From an optimization exercise on the open Yosys and OpenROAD flow, aimed at small area and a short achievable clock period; shortcuts taken in it are not production practice.
Where RTL was checked, it was by simulation tests only, not by an equivalence proof against the original.
Power figures rest on the tool's default switching activity, not on a simulated workload. No driver is modelled on the clock port, so clocking that relies on it looks cheaper here than on a real chip.

// eight_pt_fft
module eight_pt_fft(a0,a1,a2,a3,a4,a5,a6,a7,clk,rst,
                    y0,yr1,yi1,yr2,yi2,yr3,yi3,y4,yr5,yi5,yr6,yi6,yr7,yi7);
    input  [15:0] a0,a1,a2,a3,a4,a5,a6,a7;
    input  clk,rst;
    output [15:0] y0,yr1,yi1,yr2,yi2,yr3,yi3,y4,yr5,yi5,yr6,yi6,yr7,yi7;
    reg [2:0] cnt;
    always @(posedge clk)
        if (rst) cnt <= 3'd0;
        else if (cnt != 3'd6) cnt <= cnt + 3'd1;
    wire ok = (cnt == 3'd6) & ~rst;
    reg [15:0] x0;
    always @(posedge clk) x0 <= a0;
    reg [15:0] x1;
    always @(posedge clk) x1 <= a1;
    reg [15:0] x2;
    always @(posedge clk) x2 <= a2;
    reg [15:0] x3;
    always @(posedge clk) x3 <= a3;
    reg [15:0] x4;
    always @(posedge clk) x4 <= a4;
    reg [15:0] x5;
    always @(posedge clk) x5 <= a5;
    reg [15:0] x6;
    always @(posedge clk) x6 <= a6;
    reg [15:0] x7;
    always @(posedge clk) x7 <= a7;
    wire w_s0_p1 = x0[0] ^ x4[0];
    wire w_s0_p2 = x0[1] ^ x4[1];
    wire w_s0_p3 = x0[2] ^ x4[2];
    wire w_s0_p4 = x0[3] ^ x4[3];
    wire w_s0_p5 = x0[4] ^ x4[4];
    wire w_s0_p6 = x0[5] ^ x4[5];
    wire w_s0_p7 = x0[6] ^ x4[6];
    wire w_s0_p8 = x0[7] ^ x4[7];
    wire w_s0_p9 = x0[8] ^ x4[8];
    wire w_s0_p10 = x0[9] ^ x4[9];
    wire w_s0_p11 = x0[10] ^ x4[10];
    wire w_s0_p12 = x0[11] ^ x4[11];
    wire w_s0_p13 = x0[12] ^ x4[12];
    wire w_s0_p14 = x0[13] ^ x4[13];
    wire w_s0_p15 = x0[14] ^ x4[14];
    wire w_s0_p16 = x0[15] ^ x4[15];
    wire w_s0_g17 = x0[0] & x4[0];
    wire w_s0_g18 = x0[1] & x4[1];
    wire w_s0_g19 = x0[2] & x4[2];
    wire w_s0_g20 = x0[3] & x4[3];
    wire w_s0_g21 = x0[4] & x4[4];
    wire w_s0_g22 = x0[5] & x4[5];
    wire w_s0_g23 = x0[6] & x4[6];
    wire w_s0_g24 = x0[7] & x4[7];
    wire w_s0_g25 = x0[8] & x4[8];
    wire w_s0_g26 = x0[9] & x4[9];
    wire w_s0_g27 = x0[10] & x4[10];
    wire w_s0_g28 = x0[11] & x4[11];
    wire w_s0_g29 = x0[12] & x4[12];
    wire w_s0_g30 = x0[13] & x4[13];
  ...
clock: 4.0 ns
lec_check: 0
abc_area: 1
cap_margin: 20
core_margin: 2
core_utilization: 65
place_density: 0.75
setup_slack_margin: 2.0
slew_margin: 20
standard.sh (not shown) runs the stock make flow with config.mk's settings and CLKGATE_MAP_FILE= SYNTH_SCRIPT=/design/flow/synth_recipe.tcl, a recipe that flattens the netlist after the stock synthesis.
==> flow/flow/run.sh <==
#!/bin/bash
# Standard layout, except:
# - synthesis maps adders to plain gates instead of the platform's full/half-adder
#   cells (ADDER_MAP_FILE left empty);
# - ABC's area script is replaced by flow/abc_area.script (a copy of ORFS's
#   scripts folder is made with only that file changed);
# - ports are buffered with buf_2; the clock tree is built without dummy loads.
# Registers, their names and cell types are the same as the standard synthesis.
set -euo pipefail
rm -rf scripts_mod
cp -r "$FLOW_HOME/scripts" scripts_mod
cp flow/abc_area.script scripts_mod/abc_area.script
bash standard.sh ADDER_MAP_FILE= SCRIPTS_DIR=$PWD/scripts_mod \
  'BUFFER_PORTS_ARGS=-buffer_cell sky130_fd_sc_hd__buf_2' \
  'CTS_ARGS=-sink_clustering_enable -repair_clock_nets -sink_clustering_size 30 -sink_clustering_max_diameter 120 -dont_use_dummy_load' \
  finish > run_make.log 2>&1
==> flow/flow/abc_area.script <==
strash
dch
map -B 0.9
topo
stime -c
The starting point passed the timing, DRC and antenna checks.
==> next run, changes <==
==> flow/flow/abc_area.script (replaced) <==
strash
&get -n
&dch
&nf
&put
topo
stime -c
buffer -c
upsize -c
dnsize -c
Outcome: Setup slack loses 0.63 ns. Design area climbs by roughly a tenth. Wire length went up by a quarter to a third.
==> next run, changes <==
==> flow/flow/run.sh (replaced) <==
#!/bin/bash
# Standard layout, except: synthesis maps adders to plain gates instead of the
# platform's full/half-adder cells (ADDER_MAP_FILE left empty); ports buffered with buf_2; clock tree without dummy loads.
# Registers, their names and cell types are the same as the standard synthesis.
set -euo pipefail
bash standard.sh ADDER_MAP_FILE= 'BUFFER_PORTS_ARGS=-buffer_cell sky130_fd_sc_hd__buf_2' 'CTS_ARGS=-sink_clustering_enable -repair_clock_nets -sink_clustering_size 30 -sink_clustering_max_diameter 120 -dont_use_dummy_load' finish > run_make.log 2>&1
- CORE_UTILIZATION: 65 -> 60
- PLACE_DENSITY: 0.75 -> 0.85
removed: flow/flow/abc_area.script
The new run ran to the end with no violations.
Clock power fell slightly.
Die area rose by roughly a tenth.
Via count rose by roughly a tenth.
Cell area fell by roughly a tenth.
Power fell by about a fifth.
Worst hold slack gets better by 0.0065 ns.
Sequential cell count does not change.
Register-to-register slack gets better by 0.69 ns.
Utilization fell by 17 points.
Fmax rose by a quarter to a third.
Worst setup slack gets better by 0.62 ns.
==> next run, changes <==
- CORE_UTILIZATION: 60 -> 65
- PLACE_DENSITY: 0.85 -> 0.75
What happened: Cell area shrinks by 0.38%; worst hold slack stays flat; synthesized area is unchanged; setup slack is about the same; core utilization grows by 4.9 points; power shrinks by 0.49%; synthesized cell count is unchanged; die area shrinks by 7.6%; final cell count shrinks by 1.3%; sequential share of layout area grows by 0.15 points; global-route usage grows by 0.84 points.
Function was not checked in any run of this note: the RTL went through the layout flow alone.

Another version of the RTL of eight_pt_fft (not shown whole).
Size in the first run: roughly 3100 cells after synthesis, about 350 I/O pins, roughly 36000 um^2 of cells after synthesis.
export LEC_CHECK = 0
export CAP_MARGIN = 20
export CORE_MARGIN = 2
export CORE_UTILIZATION = 40
export SETUP_SLACK_MARGIN = 2.0
export SLEW_MARGIN = 20
create_clock -name core_clock -period 4.0 [get_ports {clk}]
run.sh (not shown) runs the stock make flow with config.mk's settings and CLKGATE_MAP_FILE= SYNTH_SCRIPT=/design/flow/synth_recipe.tcl, a recipe that flattens the netlist after the stock synthesis.
Stock flow here: none of the scripts above is used.
The first run went through all stages and came out clean.
Edit:
==> flow/flow/run.sh (new file) <==
#!/bin/bash
# Standard layout, except that synthesis maps adders to plain gates instead of
# the platform's full/half-adder cells (ADDER_MAP_FILE left empty). Registers,
# their names and cell types are the same as the standard synthesis.
set -euo pipefail
bash standard.sh ADDER_MAP_FILE= finish > run_make.log 2>&1
==> flow/standard.sh (new file) <==
#!/bin/bash
# synth_recipe.tcl (not shown) runs the flow's synth.tcl, then flattens the netlist and writes it again
# the make line also repeats each setting of config.mk as NAME=value (left out here)
make -C /OpenROAD-flow-scripts/flow DESIGN_CONFIG=/design/flow/config.mk WORK_HOME=/design/flow/orfs CLKGATE_MAP_FILE= SYNTH_SCRIPT=/design/flow/synth_recipe.tcl "${@:-finish}"
- ABC_AREA: not set -> 1
removed: flow/run.sh
Area after synthesis rises by about 5%.
Sequential power went down by about 3%.
Total power goes down by 13%.
Setup slack gains 0.63 ns.
No run of this note included a check of the RTL's function; only the layout flow was run.

eight_pt_fft, a different RTL version from the one above (not shown whole).
For scale: ~4200 cells after synthesis, ~350 I/O pins.
==> flow/config.mk <==
export PLATFORM = sky130hd
export DESIGN_NAME = eight_pt_fft
export DESIGN_NICKNAME = eight_pt_fft
export VERILOG_FILES = /design/flow/design.v
export SDC_FILE = /design/flow/constraint.sdc
export NUM_CORES = 4
export LEC_CHECK = 0
export ABC_AREA = 1
export CAP_MARGIN = 20
export CORE_MARGIN = 2
export CORE_UTILIZATION = 65
export CTS_CLUSTER_DIAMETER = 50
export CTS_CLUSTER_SIZE = 24
export PLACE_DENSITY = 0.75
export SETUP_SLACK_MARGIN = 2.0
export SLEW_MARGIN = 20
==> flow/constraint.sdc <==
create_clock -name core_clock -period 4.0 [get_ports {clk}]
set_input_delay 0.8000 -clock core_clock [delete_from_list [all_inputs] [get_ports {clk}]]
set_output_delay 0.8000 -clock core_clock [all_outputs]
set_load 0.01 [all_outputs]
standard.sh (not shown) runs the stock make flow with config.mk's settings and CLKGATE_MAP_FILE= SYNTH_SCRIPT=/design/flow/synth_recipe.tcl, a recipe that flattens the netlist after the stock synthesis.
==> flow/flow/run.sh <==
#!/bin/bash
# Standard layout, except:
# - synthesis maps adders to plain gates instead of the platform's full/half-adder
#   cells (ADDER_MAP_FILE left empty);
# - ABC's area script gets a delay target (map -D 1400) so that it recovers area on
#   paths with slack;
# - ports are buffered with buf_2.
# Registers, their names and cell types are the same as the standard synthesis.
set -euo pipefail
rm -rf scripts_mod
cp -r "$FLOW_HOME/scripts" scripts_mod
printf 'strash\ndch\nmap -D 1400 -B 0.9\ntopo\nstime -c\nbuffer -c\nupsize -c\ndnsize -c\n' > scripts_mod/abc_area.script
bash standard.sh ADDER_MAP_FILE= SCRIPTS_DIR=$PWD/scripts_mod 'BUFFER_PORTS_ARGS=-buffer_cell sky130_fd_sc_hd__buf_2' finish > run_make.log 2>&1
The starting point completed without violations.
Change:
==> flow/flow/run.sh (replaced) <==
#!/bin/bash
# Standard layout, except: synthesis maps adders to plain gates instead of the
# platform's full/half-adder cells (ADDER_MAP_FILE left empty); ports buffered with buf_2; clock tree without dummy loads.
# Registers, their names and cell types are the same as the standard synthesis.
set -euo pipefail
bash standard.sh ADDER_MAP_FILE= 'BUFFER_PORTS_ARGS=-buffer_cell sky130_fd_sc_hd__buf_2' 'CTS_ARGS=-sink_clustering_enable -repair_clock_nets -sink_clustering_size 30 -sink_clustering_max_diameter 120 -dont_use_dummy_load' finish > run_make.log 2>&1
- CTS_CLUSTER_DIAMETER: 50 -> not set
- CTS_CLUSTER_SIZE: 24 -> not set
Setup slack barely changes.
Register-to-register slack gets better by 20 ps.
Routed wire length shrinks by 2.7%.
Via count drops by 1.6%.
Change:
--- a/flow/flow/run.sh
+++ b/flow/flow/run.sh
@@ -6 +6 @@
-bash standard.sh ADDER_MAP_FILE= 'BUFFER_PORTS_ARGS=-buffer_cell sky130_fd_sc_hd__buf_2' 'CTS_ARGS=-sink_clustering_enable -repair_clock_nets -sink_clustering_size 30 -sink_clustering_max_diameter 120 -dont_use_dummy_load' finish > run_make.log 2>&1
+bash standard.sh ADDER_MAP_FILE= 'BUFFER_PORTS_ARGS=-buffer_cell sky130_fd_sc_hd__buf_2' 'CTS_ARGS=-sink_clustering_enable -repair_clock_nets -sink_clustering_size 24 -sink_clustering_max_diameter 50 -dont_use_dummy_load' finish > run_make.log 2>&1
- SETUP_SLACK_MARGIN: 2.0 -> 2.12
Outcome: The changed run ran to the end with no violations; final area rises by 6.4%; wire length rises by 7.3%; critical path depth is unchanged.

Setup of wip/amber:
eight_pt_fft, a different RTL version from the one above (not shown whole).
For scale: ~950 flip-flops, roughly 40000 sq um of cells after synthesis.
Settings: LEC_CHECK=0, CAP_MARGIN=20, CORE_MARGIN=2, CORE_UTILIZATION=40, SLEW_MARGIN=20; clock period 4.0 ns.
run.sh (not shown) runs the stock make flow with config.mk's settings and CLKGATE_MAP_FILE= SYNTH_SCRIPT=/design/flow/synth_recipe.tcl, a recipe that flattens the netlist after the stock synthesis.
Stock flow here: none of the scripts above is used.
wip/amber has completed all stages; timing, DRC and antenna checks passed.
Input changes introduced in wip/pepper (baseline for comparison: wip/amber):
- an added SETUP_SLACK_MARGIN of 2.0
--- outcome ---
Cell kind with the greatest summed area = multi-input gates: wip/pepper; cell kind with the greatest summed area = flip-flops and latches: wip/amber
The core of wip/pepper is more densely filled than that of wip/amber.
Summary: with wip/amber as the reference, power dissipated in the clock network in wip/pepper moved down slightly.
Re post-placement setup slack: wip/amber was higher than wip/pepper.
wip/pepper: part of the power in the clock network is 4.1 points lower than what wip/amber reported.
Summary of wip/pepper over wip/amber: routed length on met3 picked up an extra about 3%; fmax shows an increase of about 30%; routing usage on met2 shows an increase of 2.8 points.
Higher fraction of area in multi-input gates among wip/amber and wip/pepper: wip/pepper
Compared with wip/amber, wip/pepper shows worst setup slack higher by 0.79 ns.
No run of this note included a check of the RTL's function; only the layout flow was run.

Setup of garnet:
eight_pt_fft with an RTL version that a note above also has.
Size: ~4200 cells after synthesis, roughly 350 I/O pins, roughly 35000 sq um of cells after synthesis.
// eight_pt_fft
module eight_pt_fft(a0,a1,a2,a3,a4,a5,a6,a7,clk,rst,
                    y0,yr1,yi1,yr2,yi2,yr3,yi3,y4,yr5,yi5,yr6,yi6,yr7,yi7);
Settings: LEC_CHECK=0, ABC_AREA=1, CAP_MARGIN=20, CORE_MARGIN=2, CORE_UTILIZATION=65, PLACE_DENSITY=0.75, SETUP_SLACK_MARGIN=2.0, SLEW_MARGIN=20; clock period 4.0 ns.
standard.sh (not shown) runs the stock make flow with config.mk's settings and CLKGATE_MAP_FILE= SYNTH_SCRIPT=/design/flow/synth_recipe.tcl, a recipe that flattens the netlist after the stock synthesis.
==> flow/flow/run.sh <==
#!/bin/bash
# Standard layout, except: synthesis maps adders to plain gates instead of the
# platform's full/half-adder cells (ADDER_MAP_FILE left empty); ports buffered with buf_2; clock tree without dummy loads.
# Registers, their names and cell types are the same as the standard synthesis.
set -euo pipefail
bash standard.sh ADDER_MAP_FILE= 'BUFFER_PORTS_ARGS=-buffer_cell sky130_fd_sc_hd__buf_2' 'CTS_ARGS=-sink_clustering_enable -repair_clock_nets -sink_clustering_size 24 -sink_clustering_max_diameter 50 -dont_use_dummy_load' finish > run_make.log 2>&1
garnet | status: complete | timing, DRC, antenna: pass
For harbor, these inputs were changed with respect to garnet:
==> flow/flow/run.sh <==
#!/bin/bash
# Standard layout, except: synthesis maps adders to plain gates instead of the
# platform's full/half-adder cells (ADDER_MAP_FILE left empty).
# Registers, their names and cell types are the same as the standard synthesis.
set -euo pipefail
bash standard.sh ADDER_MAP_FILE=  finish > run_make.log 2>&1
==> notes.md <==
- When the final numbers for garnet and harbor were put side by side, the clock latency of the later-clocked register in the worst-skew pair turned out to be smaller in garnet.
- In the reports for garnet and harbor, the smaller count of clock-buffer cells in the layout belongs to garnet.
- harbor completed every stage of the flow, and the final layout passed the timing, DRC and antenna checks.
- Relative to garnet, relative contribution of combinational cells to total power decreased by 2.1 points in harbor.
- garnet ended up with yr7[0] as its capture point of the worst path; harbor ended up with yr3[10].
- Status: storage element area parity (garnet, harbor)
- Compared with garnet, harbor shows a clock input transition at the sequential cells of the worst setup and hold paths that is 0.02 ns lower.
- From garnet to harbor the numbers moved as follows: number of cell instances on the worst register-to-register path climbed 3; fraction of the core area covered by cells at the end of the flow climbed 3.9 points; largest net degree at the start of global routing climbed about 16%.
Inputs modified between harbor and cedar:
# harbor
export LEC_CHECK = 0
export ABC_AREA = 1
export CAP_MARGIN = 20
export CORE_MARGIN = 2
export CORE_UTILIZATION = 65
export PLACE_DENSITY = 0.75
export SETUP_SLACK_MARGIN = 2.0
export SLEW_MARGIN = 20
create_clock -name core_clock -period 4.0 [get_ports {clk}]
# cedar
export LEC_CHECK = 0
export ABC_AREA = 1
export CAP_MARGIN = 20
export CORE_MARGIN = 2
export CORE_UTILIZATION = 65
export CTS_CLUSTER_DIAMETER = 50
export CTS_CLUSTER_SIZE = 24
export PLACE_DENSITY = 0.75
export SETUP_SLACK_MARGIN = 2.0
export SLEW_MARGIN = 20
create_clock -name core_clock -period 4.0 [get_ports {clk}]
==> flow/flow/run.sh <==
#!/bin/bash
# Standard layout, except:
# - synthesis maps adders to plain gates instead of the platform's full/half-adder
#   cells (ADDER_MAP_FILE left empty);
# - ABC's area script gets a delay target (map -D 1700) so that it recovers area on
#   paths with slack;
# - ports are buffered with buf_2.
# Registers, their names and cell types are the same as the standard synthesis.
set -euo pipefail
rm -rf scripts_mod
cp -r "$FLOW_HOME/scripts" scripts_mod
printf 'strash\ndch\nmap -D 1700 -B 0.9\ntopo\nstime -c\nbuffer -c\nupsize -c\ndnsize -c\n' > scripts_mod/abc_area.script
bash standard.sh ADDER_MAP_FILE= SCRIPTS_DIR=$PWD/scripts_mod 'BUFFER_PORTS_ARGS=-buffer_cell sky130_fd_sc_hd__buf_2' finish > run_make.log 2>&1
Notes after the runs:
- cedar: number of optimization iterations in the first detailed-route pass is 2 lower than what harbor reported.
- Maximum clock frequency in cedar is about 4% above harbor.
- Delta(routed wire length, cedar - harbor) < 0
- The total area of sequential cells on harbor is in line with that on cedar.
- harbor → cedar: total via count in the routed design now sits lower; non-clock buffer count saw a decrease; total power after layout down 3.4%; worst setup slack now sits higher.
The inputs of indigo differ from those of cedar as listed below.
# cedar
export LEC_CHECK = 0
export ABC_AREA = 1
export CAP_MARGIN = 20
export CORE_MARGIN = 2
export CORE_UTILIZATION = 65
export CTS_CLUSTER_DIAMETER = 50
export CTS_CLUSTER_SIZE = 24
export PLACE_DENSITY = 0.75
export SETUP_SLACK_MARGIN = 2.0
export SLEW_MARGIN = 20
create_clock -name core_clock -period 4.0 [get_ports {clk}]
# indigo
export LEC_CHECK = 0
export ABC_AREA = 1
export CAP_MARGIN = 20
export CORE_MARGIN = 2
export CORE_UTILIZATION = 65
export GPL_TIMING_DRIVEN = 0
export PLACE_DENSITY = 0.75
export SETUP_SLACK_MARGIN = 2.0
export SLEW_MARGIN = 20
create_clock -name core_clock -period 4.0 [get_ports {clk}]
==> flow/flow/run.sh <==
#!/bin/bash
# Standard layout, except: synthesis maps adders to plain gates instead of the
# platform's full/half-adder cells (ADDER_MAP_FILE left empty); ports buffered with buf_2; clock tree without dummy loads.
# Registers, their names and cell types are the same as the standard synthesis.
set -euo pipefail
bash standard.sh ADDER_MAP_FILE= 'BUFFER_PORTS_ARGS=-buffer_cell sky130_fd_sc_hd__buf_2' 'CTS_ARGS=-sink_clustering_enable -repair_clock_nets -sink_clustering_size 30 -sink_clustering_max_diameter 120 -dont_use_dummy_load' finish > run_make.log 2>&1
[summary]
cedar → indigo: post-cts sizing count now sits higher, post-route cell area moved down, maximum number of pins on one net before global-route repair saw a decrease. Comparing cedar against indigo, there is no change at all in horizontal die dimension. Re net load switching power: cedar was higher than indigo. indigo: total number of H-tree levels 1 below cedar. Per the comparison of indigo with cedar, initial core utilization barely changed, total negative setup slack essentially unchanged, share of power burned in registers climbed 4.0 points. For indigo, the critical path capture point was yr3[5], unlike cedar, where it was yi3[0].

## what the ideal ports hide
How much do the figures lean on ideal ports? The routed layouts below were timed once more, with nothing changed but the port constraints. Step 1 (the two cells are an assumption about what drives the block):
set clk [get_ports {clk}]
set_driving_cell -lib_cell sky130_fd_sc_hd__clkbuf_16 $clk
set_driving_cell -lib_cell sky130_fd_sc_hd__buf_2 [delete_from_list [all_inputs] $clk]
Step 2 times the ports against the registers' clock, not the clock port: input delays grow and output delays shrink by t, the midpoint of the rising clock arrivals with the driver on. Slacks: ideal / step 1 / step 2; pairs: ideal / step 1.
run | t, ns | setup WS [ns] | clock arrival spread, ns | worst slew at a driven data input, ns | pins driven straight from the clock port
the first run of note 1 | 0.641 | 2.058 / 1.998 / 1.782 | 0.024 / 0.024 | 0.07 | 1
the second run of note 1 | 0.647 | 1.432 / 1.432 / 1.432 | 0.034 / 0.033 | 0.05 | 1
the third run of note 1 | 0.647 | 2.055 / 1.994 / 1.703 | 0.038 / 0.039 | 0.10 | 1
the fourth run of note 1 | 0.639 | 2.057 / 1.994 / 1.748 | 0.047 / 0.047 | 0.11 | 1
the first run of note 2 | 0.696 | 1.417 / 1.417 / 0.978 | 0.043 / 0.042 | 0.10 | 1
the second run of note 2 | 0.720 | 2.044 / 1.978 / 1.387 | 0.029 / 0.030 | 0.15 | 1
the first run of note 3 | 0.660 | 2.076 / 2.018 / 1.645 | 0.028 / 0.028 | 0.06 | 1
the second run of note 3 | 0.641 | 2.075 / 2.012 / 1.669 | 0.051 / 0.051 | 0.07 | 1
the third run of note 3 | 0.649 | 2.085 / 2.024 / 1.793 | 0.061 / 0.060 | 0.06 | 1
wip/amber | 0.730 | 0.640 / 0.640 / 0.370 | 0.030 / 0.030 | 0.07 | 1
wip/pepper | 0.730 | 1.428 / 1.428 / 0.991 | 0.036 / 0.035 | 0.09 | 1
garnet | 0.646 | 2.067 / 2.006 / 1.666 | 0.055 / 0.056 | 0.06 | 1
harbor | 0.682 | 1.994 / 1.933 / 1.537 | 0.024 / 0.024 | 0.06 | 1
cedar | 0.660 | 2.076 / 2.018 / 1.645 | 0.028 / 0.028 | 0.06 | 1
indigo | 0.643 | 2.010 / 1.949 / 1.733 | 0.053 / 0.053 | 0.06 | 1
After both steps every run listed still meets setup and hold. The setup slack of the second run of note 2, which loses most, moves by -0.066 ns with the drivers and by -0.657 ns with both steps.
